From an optimization exercise on the open Yosys and OpenROAD flow, aimed at small area; shortcuts taken in it are not production practice. In this exercise RTL edits were held to simulation tests only and were not proved equivalent to the original. Power is estimated from default activity; no workload was simulated.

==> flow/design.v <==
module VGADriver(
    input            clk,
    input            rst,
    input      [7:0] S,
    input            INSIDE,
    output     [3:0] R,
    output     [3:0] G,
    output     [3:0] B,
    output reg       hsync,
    output reg       vsync,
    output     [9:0] RHQ,
    output     [9:0] RVQ
    );
    reg [9:0] hq;
    reg [9:0] vq;
    wire hend = (hq[9] & hq[8] & ~hq[6] & ~hq[5] & ~hq[4] & ~hq[3] & ~hq[2] & ~hq[1]);    
    wire vend = (~vq[9] & ~vq[8] & ~vq[6] & ~vq[5] & ~vq[3] & ~vq[1] & ~vq[0]);    
    wire [10:0] hb, vb;
    assign hb[0] = 1'b1;
    assign vb[0] = hend;
    genvar i;
    generate
        for (i = 0; i < 10; i = i + 1) begin : dec
            assign hb[i+1] = hb[i] & ~hq[i];
            assign vb[i+1] = vb[i] & ~vq[i];
        end
    endgenerate
    wire [9:0] hq_dec = hq ^ hb[9:0];
    wire [9:0] vq_dec = vq ^ vb[9:0];
    assign RHQ[0] = (hq[0]) | (hq[9] & hq[8]);
    assign RHQ[1] = (~hq[9] & hq[1]) | (~hq[8] & hq[1]);
    assign RHQ[2] = (hq[2]);
    assign RHQ[3] = (hq[3]);
    assign RHQ[4] = (hq[4]);
    assign RHQ[5] = (hq[5]) | (hq[9] & hq[8]);
    assign RHQ[6] = (hq[6]);
    assign RHQ[7] = (~hq[9] & hq[7]) | (~hq[8] & hq[7]);
    assign RHQ[8] = (~hq[9] & hq[8]);
    assign RHQ[9] = (hq[9] & ~hq[8]);
    assign RVQ[0] = (vq[0]) | (~vq[9] & ~vq[8] & ~vq[6]);
    assign RVQ[1] = (vq[1]);
    assign RVQ[2] = (vq[8] & vq[2]) | (vq[9] & vq[2]) | (vq[6] & vq[2]);
    assign RVQ[3] = (vq[3]);
    assign RVQ[4] = (vq[8] & vq[4]) | (vq[9] & vq[4]) | (vq[6] & vq[4]);
    assign RVQ[5] = (vq[5]);
    assign RVQ[6] = (vq[6]) | (~vq[9] & ~vq[8]);
    assign RVQ[7] = (vq[7]);
    assign RVQ[8] = (vq[8]);
    assign RVQ[9] = (vq[9]);
    wire h_le638 = (~hq[9] & hq[7]) | (~hq[7] & hq[6]) | (hq[9] & ~hq[8]) | (~hq[9] & hq[8]) | (~hq[9] & hq[5] & hq[1]) | (~hq[9] & hq[5] & hq[4]) | (~hq[9] & hq[5] & hq[2]) | (~hq[9] & hq[5] & hq[3]);
    wire vn_vis  = (~vq[7]) | (vq[8]) | (vq[9]) | (vq[6] & vq[5]) | (vq[6] & vq[4]) | (vq[6] & vq[2]) | (vq[6] & vq[1]) | (vq[6] & vq[3]) | (~vq[6] & ~vq[5] & ~vq[3] & ~vq[1] & ~vq[0]);    
    wire v_vis   = (~vq[7]) | (vq[8]) | (vq[9]) | (vq[6] & vq[5]) | (vq[6] & vq[4]) | (vq[6] & vq[2]) | (vq[6] & vq[0]) | (vq[6] & vq[1]) | (vq[6] & vq[3]);    
    wire vis_n = hend ? vn_vis : (h_le638 & v_vis);
    wire hs_n = (~hq[9] & hq[7]) | (~hq[7] & hq[6]) | (hq[9] & ~hq[8]) | (~hq[9] & hq[5]) | (hq[8] & ~hq[6] & ~hq[5]) | (~hq[9] & hq[4]) | (hq[8] & ~hq[6] & ~hq[4] & ~hq[2]) | (hq[7] & ~hq[6] & ~hq[4] & ~hq[3]) | (hq[7] & ~hq[6] & ~hq[4] & ~hq[1]) | (~hq[9] & hq[3] & hq[2] & hq[1] & hq[0]);
    wire vs_a = (~vq[5]) | (~vq[4]) | (vq[6]) | (~vq[7]) | (vq[3]) | (vq[8]) | (~vq[1] & vq[0]) | (vq[2] & vq[1]) | (~vq[2] & ~vq[0]);    
    wire vs_b = (~vq[5]) | (~vq[1]) | (vq[2]) | (vq[6]) | (~vq[7]) | (vq[3]) | (vq[8]) | (~vq[4]);    
    wire vs_n = hend ? vs_a : vs_b;
    reg r3, r0, g3, g2, g1, g0, b3, b0;
    reg c_r3, c_r0, c_g3, c_g2, c_g1, c_g0, c_b3, c_b0;
    always @(*) begin
        {c_r3, c_r0, c_g3, c_g2, c_g1, c_g0, c_b3, c_b0} = 8'b0;
        if (S[0])      ;
        else if (S[1]) {c_r3, c_r0, c_b3, c_b0} = 4'b1111;            
        else if (S[2]) {c_g2, c_g1} = 2'b11;                          
        else if (S[3]) c_b3 = 1'b1;                                   
        else if (S[4]) c_r3 = 1'b1;                                   
        else if (S[5]) {c_r3, c_r0, c_g3, c_g1} = 4'b1111;            
        else if (S[6]) {c_r3, c_r0, c_g3, c_g2, c_g1, c_g0} = 6'h3f;  
        else if (S[7]) {c_r3, c_r0, c_g3, c_g2, c_g1, c_g0, c_b3, c_b0} = 8'hff;
        else           {c_r3, c_r0} = {INSIDE, INSIDE};               
    end
    always @(posedge clk) begin
        if (rst) begin
            hq <= 10'd672;
            vq <= 10'd672;
            {r3, r0, g3, g2, g1, g0, b3, b0} <= 8'b1000_0000;
            hsync <= 1'b1;
            vsync <= 1'b1;
        end else begin
            hq <= hend ? 10'd672 : hq_dec;
            vq <= (hend & vend) ? 10'd672 : vq_dec;
            {r3, r0, g3, g2, g1, g0, b3, b0} <= vis_n ?
                {c_r3, c_r0, c_g3, c_g2, c_g1, c_g0, c_b3, c_b0} : 8'b0;
            hsync <= hs_n;
            vsync <= vs_n;
        end
    end
    assign R = {r3, r0, r0, r0};
    assign G = {g3, g2, g1, g0};
    assign B = {b3, b0, b3, b0};
endmodule
module DisplayDriver #(
    parameter [10:0] KH = 11'd672,
    parameter [10:0] KV = 11'd672
    )(
    input            CLK,
    input            RST,
    input      [9:0] HQ,
    input      [9:0] VQ,
    input      [9:0] SnakeX,
    input      [9:0] SnakeY,
    input      [1:0] SnakeDir,
    output reg       INSIDE
    );
    wire [10:0] sh, sv;
    RippleAdd10 addh(.A(HQ), .B(SnakeX), .S(sh));
    RippleAdd10 addv(.A(VQ), .B(SnakeY), .S(sv));
    wire h_m24_m1 = (sh >= KH + 11'd1)  && (sh <= KH + 11'd24);
    wire h_m4_4   = (sh >= KH - 11'd4)  && (sh <= KH + 11'd4);
    wire h_1_24   = (sh >= KH - 11'd24) && (sh <= KH - 11'd1);
    wire v_m24_m1 = (sv >= KV + 11'd1)  && (sv <= KV + 11'd24);
    wire v_m4_4   = (sv >= KV - 11'd4)  && (sv <= KV + 11'd4);
    wire v_1_24   = (sv >= KV - 11'd24) && (sv <= KV - 11'd1);
    wire x_ge5  = (SnakeX >= 10'd5);
    wire x_ge25 = (SnakeX >= 10'd25);
    wire y_ge5  = (SnakeY >= 10'd5);
    wire y_ge25 = (SnakeY >= 10'd25);
    reg hin, vin;
    always @(*) begin
        case (SnakeDir)
            2'b00: begin  
                hin = x_ge25 & h_m24_m1;
                vin = y_ge5  & v_m4_4;
            end
            2'b01: begin  
                hin = x_ge5  & h_m4_4;
                vin = y_ge25 & v_m24_m1;
            end
            2'b10: begin  
                hin = h_1_24;
                vin = y_ge5  & v_m4_4;
            end
            default: begin  
                hin = x_ge5  & h_m4_4;
                vin = v_1_24;
            end
        endcase
    end
    always @(posedge CLK) begin
        if (RST)
            INSIDE <= 1'b0;
        else
            INSIDE <= hin & vin;
    end
endmodule
module RippleAdd10(
    input  [9:0]  A,
    input  [9:0]  B,
    output [10:0] S
    );
    wire [10:0] c;
    assign c[0] = 1'b0;
    genvar i;
    generate
        for (i = 0; i < 10; i = i + 1) begin : add
            assign S[i]   = A[i] ^ B[i] ^ c[i];
            assign c[i+1] = (A[i] & B[i]) | ((A[i] ^ B[i]) & c[i]);
        end
    endgenerate
    assign S[10] = c[10];
endmodule
module snake_vga(
    input        clk,
    input        rst,
    input        S0,
    input        S1,
    input        S2,
    input        S3,
    input        S4,
    input        S5,
    input        S6,
    input        S7,
    input  [9:0] XPOS,
    input  [9:0] YPOS,
    input  [1:0] SNDIR,
    output [3:0] R_VAL,
    output [3:0] G_VAL,
    output [3:0] B_VAL,
    output       hSYNC,
    output       vSYNC
    );
    localparam [9:0] KH = 10'd672;
    localparam [9:0] KV = 10'd672;
    wire [9:0] RHQ;
    wire [9:0] RVQ;
    wire       INSIDE;
    DisplayDriver #(.KH({1'b0, KH}), .KV({1'b0, KV})) DDriver(
        .CLK(clk), .RST(rst), .HQ(RHQ), .VQ(RVQ),
        .SnakeX(XPOS), .SnakeY(YPOS), .SnakeDir(SNDIR), .INSIDE(INSIDE));
    VGADriver MonitorDriver(
        .clk(clk), .rst(rst), .S({S7, S6, S5, S4, S3, S2, S1, S0}),
        .INSIDE(INSIDE), .R(R_VAL), .G(G_VAL), .B(B_VAL),
        .hsync(hSYNC), .vsync(vSYNC), .RHQ(RHQ), .RVQ(RVQ));
endmodule
==> flow/flow/run.sh <==
#!/bin/bash
# Standard ORFS layout, with the smallest buffer on every port and a clock tree
# of small clock buffers without dummy loads.
set -euo pipefail
export BUFFER_PORTS_ARGS="-buffer_cell sky130_fd_sc_hd__buf_1"
export CTS_ARGS="-sink_clustering_enable -repair_clock_nets -dont_use_dummy_load -buf_list {sky130_fd_sc_hd__clkbuf_2 sky130_fd_sc_hd__clkbuf_4 sky130_fd_sc_hd__clkbuf_8}"
bash standard.sh finish > standard_flow.log 2>&1
==> flow/standard.sh <==
#!/bin/bash
# synth_recipe.tcl (not shown) runs the flow's synth.tcl, then flattens the netlist and writes it again
# the make line also repeats each setting of config.mk as NAME=value (left out here)
make -C /OpenROAD-flow-scripts/flow DESIGN_CONFIG=/design/flow/config.mk WORK_HOME=/design/flow/orfs CLKGATE_MAP_FILE= SYNTH_SCRIPT=/design/flow/synth_recipe.tcl "${@:-finish}"
==> flow/config.mk <==
export PLATFORM = sky130hd
export DESIGN_NAME = snake_vga
export DESIGN_NICKNAME = snake_vga
export VERILOG_FILES = /design/flow/design.v
export SDC_FILE = /design/flow/constraint.sdc
export NUM_CORES = 4
export LEC_CHECK = 0
export CAP_MARGIN = 20
export CORE_MARGIN = 2
export CORE_UTILIZATION = 40
export SLEW_MARGIN = 20
export SYNTH_HIERARCHICAL = 1
==> flow/constraint.sdc <==
create_clock -name core_clock -period 10.0 [get_ports {clk}]
set_input_delay 2.0000 -clock core_clock [delete_from_list [all_inputs] [get_ports {clk}]]
set_output_delay 2.0000 -clock core_clock [all_outputs]
set_load 0.01 [all_outputs]
==> results by group, run 1 <==
Cells and area
  – Fin area: 2599 um^2
  – Area Growth Syn to Fin: 6.023%
  – Layout Nets: roughly 370
  – Biggest regs: MonitorDriver.hq x10, MonitorDriver.vq x10
  – # fillers: 605
  – Antenna diodes: 0
  – Layout cells sized above 1: 0.05298

Hold path
  – Hold WC Path Type: register to register
  – WHS Endpoint: MonitorDriver.vsync
  – Hold_sp: MonitorDriver.vq[4]
  – Hold Path Depth: 1

STA
  – Max Freq: 143.9 MHz
  – Relative slew slack: 0.5802
  – Slew @ Worst Pin: 628.6 ps
  – Final Cycle Share: 0.6951
  – RSZ-0062 raised after global routing: no
  – Final Setup Violations: 0
  – Final Hold Fails: 0
  – Fin crit period: 6951 ps
  – Clk_skew: 18.77 ps
  – Fin Setup TNS: 0 ps
  – Max Slew Vio Count: 0

Die
  – Initial core utilization: 0.4140
  – DIE HEIGHT: 82.28 um
  – Cell Rows: 28
  – CORE AREA: between 5000 and 6000 um^2
  – Ports: 46
  – DIE WIDTH: 82.28 um
  – DIE AREA: 6770 um^2

GRT
  – Initial antenna violation count: 0
  – Overall Global Routing Usage: 0.1619
  – Largest net degree at the start of global routing: 13
  – Global-route wire length before repair: between 8000 and 9000 um
  – Grt ovf: 0
  – Vias in the first global route: 1880

Setup path
  – R2R Setup Slk: 3940 ps
  – RR Endpoint: DDriver.INSIDE
  – Arr. time, crit path: 7150 ps
  – Delay-heaviest family, CP: adder cells
  – CP max stage delay: 490 ps
  – Worst Reg-to-Reg Cells: 19
  – CP Capture Type: register
  – Crit path max-delay cell type: or4_1
  – Crit-path cells: buf_1, ha_1, fa_1, fa_1, fa_1, fa_1, fa_1, fa_1, fa_1, fa_1, inv_1, fa_1, inv_1, and4bb_1, nand3_1, or4_1, a22o_1, o22ai_1
  – Worst R2R Start: MonitorDriver.vq[8]
  – Worst path most repeated cell: fa_1
  – WS Path Type: input pin to register
  – CP required: between 10000 and 15000 ps
  – CP Max Fanout: 4
  – Crit path launch type: input pin
  – CP Buf/Inv Count: 3

Power and ir drop
  – Leakage power: 1.047 nW
  – PD cells: 125.3 nW/um^2
  – Max IR drop VDD: between 0.00005 and 0.00006 V

Yosys
  – Post-synthesis register bit count: 31
  – Synthesis Warnings: 8
  – Ys async rst share: 0
  – Netlist Area Pre-Place: between 2000 and 2500 um^2
  – Count of cell types in the netlist: 52
  – Synth Instances: 278
  – Synth top area share: 0.2532
  – Ys flop type: dfxtp_1
  – Area contributors post-synth: dfxtp_1, fa_1, ha_1, buf_4, nor2_1
  – Post-synth EDFFs: 0
  – Dominant cell type by area after synthesis: dfxtp_1
  – Post-Syn Area per Cell: a little under 9 um^2
  – Sequential cell area fraction in the yosys report: 0.2532
  – Mapped Nets: 347

Clock network
  – Htree depth: 2
  – Root buf cell: clkbuf_8
  – Num Clock Sinks: 31
  – Postcts setup bufs: 0
  – PostCTS Resize Cnt: 0
  – Num CTS Buffers: 5
  – Post-CTS Hold Fix Bufs: 0
  – Register clock-pin slew on the reported worst setup and hold paths: roughly 80 ps
  – Max clock buf depth: 2
  – Latest clock arrival within the worst-skew pair: ~290 ps
  – TritonCTS clock tree: yes

Drt
  – DR pass1 iterations: 4
  – 1st-iter DRT viols: between 60 and 70
  – Routed WL: 5022 um
  – Routed wire length per instance: 13.32 um
  – Residual DRC: 0
  – Via/cell ratio: 5.273
  – Post-route ant nets: 0
  – Vias: 1988

Place
  – Placed inst area: between 2000 and 3000 um^2
  – Port bufs: 45
  – HPWL Detailed: 4142 um
  – RD Place Congestion: slightly below 0.9

Flow run
  – Max-cap violations: 0

Status
  – Outcome: no timing/DRC/antenna violations
==> report_power, final <==
part | internal (W) | total [W] | switching (W)
registers | 0.000131 | 0.000142 | 0.0000111
clock network | 0.0000448 | 0.0000883 | 0.0000435
logic | 0.0000425 | 0.0000955 | 0.0000530
total | 0.000218 | 0.000326 | 0.000108
==> per-stage QoR <==
step             util  hold slack (ps)  std cells  setup WS (ps)  total power, W
2_1_floorplan       -            370.3        278           3114       0.0002196
3_3_place_gp   0.4273            400.7        372           2908       0.0002399
3_5_place_dp   0.4273            404.4        372           2800       0.0002403
4_1_cts        0.4389            424.2        377           3074       0.0003310
5_1_grt        0.4389            433.2        377           2862       0.0003524
6_report       0.4389            418.2        377           3049       0.0003255
==> placed cells by master, fill, tap and decap left out, types with 2 or more instances in the layout <==
master / Yosys / layout
nand3_1: 3 / 3
nor4b_1: 4 / 4
a31oi_1: 2 / 2
and2_1: 2 / 2
nor4_1: 8 / 8
clkbuf_8: 0 / 5
nand4_1: 4 / 4
ha_1: 19 / 19
xnor2_1: 2 / 2
o21ai_0: 14 / 14
dfxtp_1: 31 / 31
a21oi_1: 9 / 9
nor2_1: 34 / 34
or2_2: 2 / 2
fa_1: 18 / 18
o31ai_1: 3 / 3
buf_1: 0 / 45
o311ai_0: 2 / 2
or4_1: 5 / 5
nor3_1: 10 / 10
nand2_1: 18 / 18
inv_1: 32 / 32
==> cell usage after synthesis (2+ instances only) <==
cell,count
nor4b_1,4
ha_1,19
clkbuf_1,3
inv_1,32
and2_1,2
nor3_1,10
nand4_1,4
xnor2_1,2
a31oi_1,2
nor4_1,8
o311ai_0,2
or2_2,2
nand3_1,3
or4_1,5
nor2_1,34
nand2_1,18
a21oi_1,9
o21ai_0,14
dfxtp_1,31
o31ai_1,3
fa_1,18
buf_4,23
==> kinds of logic after synthesis <==
logic type	after synthesis	share of synthesized area
AO/OA/AOI/OAI	46	0.1286
AND/OR/NAND/NOR	103	0.2389
XOR/XNOR	2	0.007148
buffers and inverters	58	0.1240
multiplexers	1	0.004084
adder cells (fa/ha/maj)	37	0.2440
flip-flops	31	0.2532
==> how the worst max path moves through the flow <==
stage,startpoint,endpoint,slack (ps),cells past startpoint
floorplan,YPOS[0],DDriver.INSIDE,3110,17
global placement,YPOS[0],DDriver.INSIDE,2910,18
detailed placement,YPOS[0],DDriver.INSIDE,2800,18
CTS,YPOS[0],DDriver.INSIDE,3070,18
global route,YPOS[0],DDriver.INSIDE,2860,18
finish,YPOS[0],DDriver.INSIDE,3050,18
==> worst reg2reg max path: cells and delay by family, from the launching register on <==
family                     cells  cell delay, ps
and+or+nand+nor                5            1300
buffers and inverters          2             150
DFF                            1             460
AOI/OAI and AO/OA              2             340
adders and majority gates     10            3730
==> per-layer routing <==
metal  GRT usage  vias to the layer above  routed length [um]
met1      0.1946                      923                2250
li1            -                     1000                   -
met5           0                        -                   0
met4     0.08500                        0                 153
met3     0.03913                       10                 251
met2      0.2669                       55                2367
==> cell type report <==
cell class	instances	area [um^2]	share of cell area
tap	75	93.84	0.03611
multi-input combinational	189	1526	0.5874
sequential	31	620.6	0.2388
clock buffer	5	68.82	0.02648
inverter	32	120.1	0.04622
timing repair buffer	45	168.9	0.06500
==> modules after synthesis (local to each module, per instance), excerpt <==
module | cells | times used | area [um^2]
RippleAdd10 | 15 | 2 | 211.5
VGADriver | 195 | 1 | 1675
==> run 2, diff against run 1 <==
==> flow/run.sh (new file) <==
#!/bin/bash
# synth_recipe.tcl (not shown) runs the flow's synth.tcl, then flattens the netlist and writes it again
# the make line also repeats each setting of config.mk as NAME=value (left out here)
make -C /OpenROAD-flow-scripts/flow DESIGN_CONFIG=/design/flow/config.mk WORK_HOME=/design/flow/orfs CLKGATE_MAP_FILE= SYNTH_SCRIPT=/design/flow/synth_recipe.tcl finish
removed: flow/flow/run.sh
removed: flow/standard.sh
==> run 2 against run 1 <==
  * Still clean on timing, DRC and antenna
  * Highest routed layer unchanged
  * Largest power group unchanged
  * Maximum frequency shrank 4.7%
  * Wire length grew 2.1%
  * Non-clock buffer count is the same
  * Register-to-register slack gained 30 ps
==> results by group, run 2 <==
Status
  – Outcome: no timing/DRC/antenna violations

Cells and area
  – Fin cells: 380
  – Most common cell after layout, fill and taps aside: clkdlybuf4s50_1
  – Most frequent cells in the layout: clkdlybuf4s50_1, nor2_1, inv_1, dfxtp_1, ha_1
  – Area Growth Syn to Fin: 18.94%
  – Antenna diodes: 0
  – Layout Nets: 373
  – Layout cells sized above 1: 0.06230
  – Biggest regs: MonitorDriver.hq x10, MonitorDriver.vq x10
  – # fillers: 567

Yosys
  – Count of cell types in the netlist: 52
  – Post-synth top cells: nor2_1, inv_1, dfxtp_1, buf_4, ha_1
  – Synth Instances: 278
  – Post-synthesis register bit count: 31
  – Ys flop type: dfxtp_1
  – Sequential cell area fraction in the yosys report: 0.2532
  – Mapped Nets: 347
  – Area contributors post-synth: dfxtp_1, fa_1, ha_1, buf_4, nor2_1
  – Synthesis Warnings: 8
  – Count leader, synth: nor2_1
  – Ys async rst share: 0
  – Post-Syn Area per Cell: 8.817 um^2
  – Post-synth EDFFs: 0
  – Netlist Area Pre-Place: approximately 2500 um^2
  – Synth top area share: 0.2532
  – Dominant cell type by area after synthesis: dfxtp_1

Die
  – DIE AREA: 6770 um^2
  – CORE AREA: 5921 um^2
  – Initial core utilization: 0.4140
  – Ports: 46
  – DIE HEIGHT: 82.28 um
  – Cell Rows: 28
  – DIE WIDTH: 82.28 um

STA
  – Fin crit period: 7293 ps
  – Final Hold Fails: 0
  – Final Setup Violations: 0
  – Hold Worst Slack: between 400 and 500 ps
  – Fin Setup TNS: 0 ps
  – Clk_skew: 7.191 ps
  – Max Freq: 137.1 MHz
  – Slew @ Worst Pin: 663.7 ps
  – Relative slew slack: 0.5568
  – RSZ-0062 raised after global routing: no
  – Max Slew Vio Count: 0
  – Final Cycle Share: 0.7293

GRT
  – Initial antenna violation count: 0
  – Grt ovf: 0
  – Global-route wire length before repair: around 8900 um
  – Largest net degree at the start of global routing: 13
  – Overall Global Routing Usage: 0.1717
  – Vias in the first global route: 1931

Clock network
  – Root buf cell: clkbuf_8
  – Num Clock Sinks: 31
  – Post-CTS Hold Fix Bufs: 0
  – PostCTS Resize Cnt: 0
  – Num CTS Buffers: 5
  – TritonCTS clock tree: yes
  – Latest clock arrival within the worst-skew pair: 280 ps
  – Max clock buf depth: 2
  – Htree depth: 2
  – Postcts setup bufs: 0
  – Register clock-pin slew on the reported worst setup and hold paths: 70 ps

Place
  – RD Place Congestion: 0.8564
  – Dpl cells: approximately 370
  – Port bufs: 45
  – HPWL Detailed: about 4300 um

Drt
  – Routed wire length per instance: approximately 13 um
  – Post-route ant nets: 0
  – Routed WL: 5125 um
  – Vias: slightly below 2000
  – Residual DRC: 0
  – 1st-iter DRT viols: 78
  – Via/cell ratio: 5.168
  – DR pass1 iterations: 6

Setup path
  – R2R Setup Slk: 3970 ps
  – CP Max Fanout: 4
  – Worst Reg-to-Reg Cells: 19
  – RR Endpoint: DDriver.INSIDE
  – Worst R2R Start: MonitorDriver.vq[8]
  – CP required: 10210 ps
  – WS Path Type: input pin to register
  – CP Capture Type: register
  – Crit path launch type: input pin
  – Arr. time, crit path: 7510 ps

Hold path
  – WHS Endpoint: MonitorDriver.vsync
  – Hold Path Depth: 1
  – Hold WC Path Type: register to register
  – Hold_sp: MonitorDriver.vq[4]

Power and ir drop
  – Power, Total: 0.0003603 W
  – Max IR drop VDD: between 0.00007 and 0.00008 V
  – PD cells: between 100 and 150 nW/um^2
  – Leakage power: 1.181 nW

Flow run
  – Max-cap violations: 0
[run 2: cell counts after synthesis]
Identical to the previous run, type by type.
[run 2: worst max-delay path by stage]
stage / from / to / cells past startpoint
2_1_floorplan: YPOS[0] / DDriver.INSIDE / 17
3_3_place_gp: YPOS[0] / DDriver.INSIDE / 18
3_5_place_dp: YPOS[0] / DDriver.INSIDE / 18
4_1_cts: YPOS[0] / DDriver.INSIDE / 18
5_1_grt: YPOS[0] / DDriver.INSIDE / 18
6_report: YPOS[0] / DDriver.INSIDE / 18
[run 2: cell type report]
| cell class | count | area, um^2 | area share |
|---|---|---|---|
| inverters | 32 | 120.1 | 0.04120 |
| clock buffers | 7 | 96.34 | 0.03305 |
| well taps | 75 | 93.84 | 0.03219 |
| multi-input cells | 189 | 1526 | 0.5236 |
| clock inverters | 1 | 7.507 | 0.002575 |
| flip-flops and latches | 31 | 620.6 | 0.2129 |
| repair buffers | 45 | 450.4 | 0.1545 |
[run 2: cells by family (layout without fill, tap and decap cells)]
group	after synthesis	after routing	synth area share
AO/OA/AOI/OAI	46	46	0.1286
XOR/XNOR	2	2	0.007148
adder cells (fa/ha/maj)	37	37	0.2440
buffers and inverters	58	85	0.1240
flip-flops	31	31	0.2532
multiplexers	1	1	0.004084
AND/OR/NAND/NOR	103	103	0.2389
[run 2: routing by layer]
| layer | GRT usage | share of wire | vias up |
|---|---|---|---|
| met5 | 0 | 0 | - |
| met4 | 0.04500 | 0.0086 | 0 |
| met3 | 0.03478 | 0.044 | 4 |
| met2 | 0.2847 | 0.47 | 51 |
| met1 | 0.2276 | 0.48 | 908 |
| li1 | - | - | 1001 |
[run 2: per-module statistics from Yosys (local to each module, per instance), excerpt]
module	area, um^2	flops+latches
VGADriver	1675	30
RippleAdd10	211.5	0
[run 2: worst max-delay path, cell delays in order]
cell	delay, ps
clkdlybuf4s50_1	450
ha_1	210
fa_1	380
fa_1	400
fa_1	390
fa_1	400
fa_1	390
fa_1	390
fa_1	400
fa_1	370
inv_1	70
fa_1	400
inv_1	70
and4bb_1	260
nand3_1	110
or4_1	470
a22o_1	190
o22ai_1	150
[run 2: metrics by stage]
step                instance area [um^2]    util  setup WS [ps]
floorplan                           2451       -           3114
global placement                    2811  0.4749           2575
detailed placement                  2811  0.4749           2428
CTS                                 2915  0.4924           2734
global route                        2915  0.4924           2481
finish                              2915  0.4924           2707
[run 2: power breakdown]
group / total [W] / switching (W) / leakage, nW / internal, W
clock network: 0.000111 / 0.0000486 / 0.0505 / 0.0000626
logic: 0.000107 / 0.0000543 / 0.877 / 0.0000530
registers: 0.000142 / 0.0000112 / 0.253 / 0.000131
total: 0.000360 / 0.000114 / 1.18 / 0.000246

[re-timing with driven ports]
How much do the figures lean on ideal ports? The routed layouts below were timed once more, with nothing changed but the port constraints.
Step 1, drivers: a clkbuf_16 drives clk and a buf_2 each remaining input, both assumed.
Step 2, shift: input delay + t, output delay - t, t = (earliest + latest rising clock arrival at the registers) / 2. This alone moves slack from input paths to output paths.
a / b / c = ideal / step 1 / step 2; a / b = the first two.
run	t (ns)	setup slack, ns	worst hold slack (ns)	worst data-port slew with drivers (ns)
run 1	0.307	3.049 / 3.056 / 2.748	0.418 / 0.418 / 0.418	0.05
run 2	0.307	2.707 / 2.711 / 2.404	0.410 / 0.410 / 0.410	0.04
After both steps setup and hold are still met in every run listed. The setup slack of run 2, which loses most, moves by +0.004 ns with the drivers and by -0.303 ns with both steps.
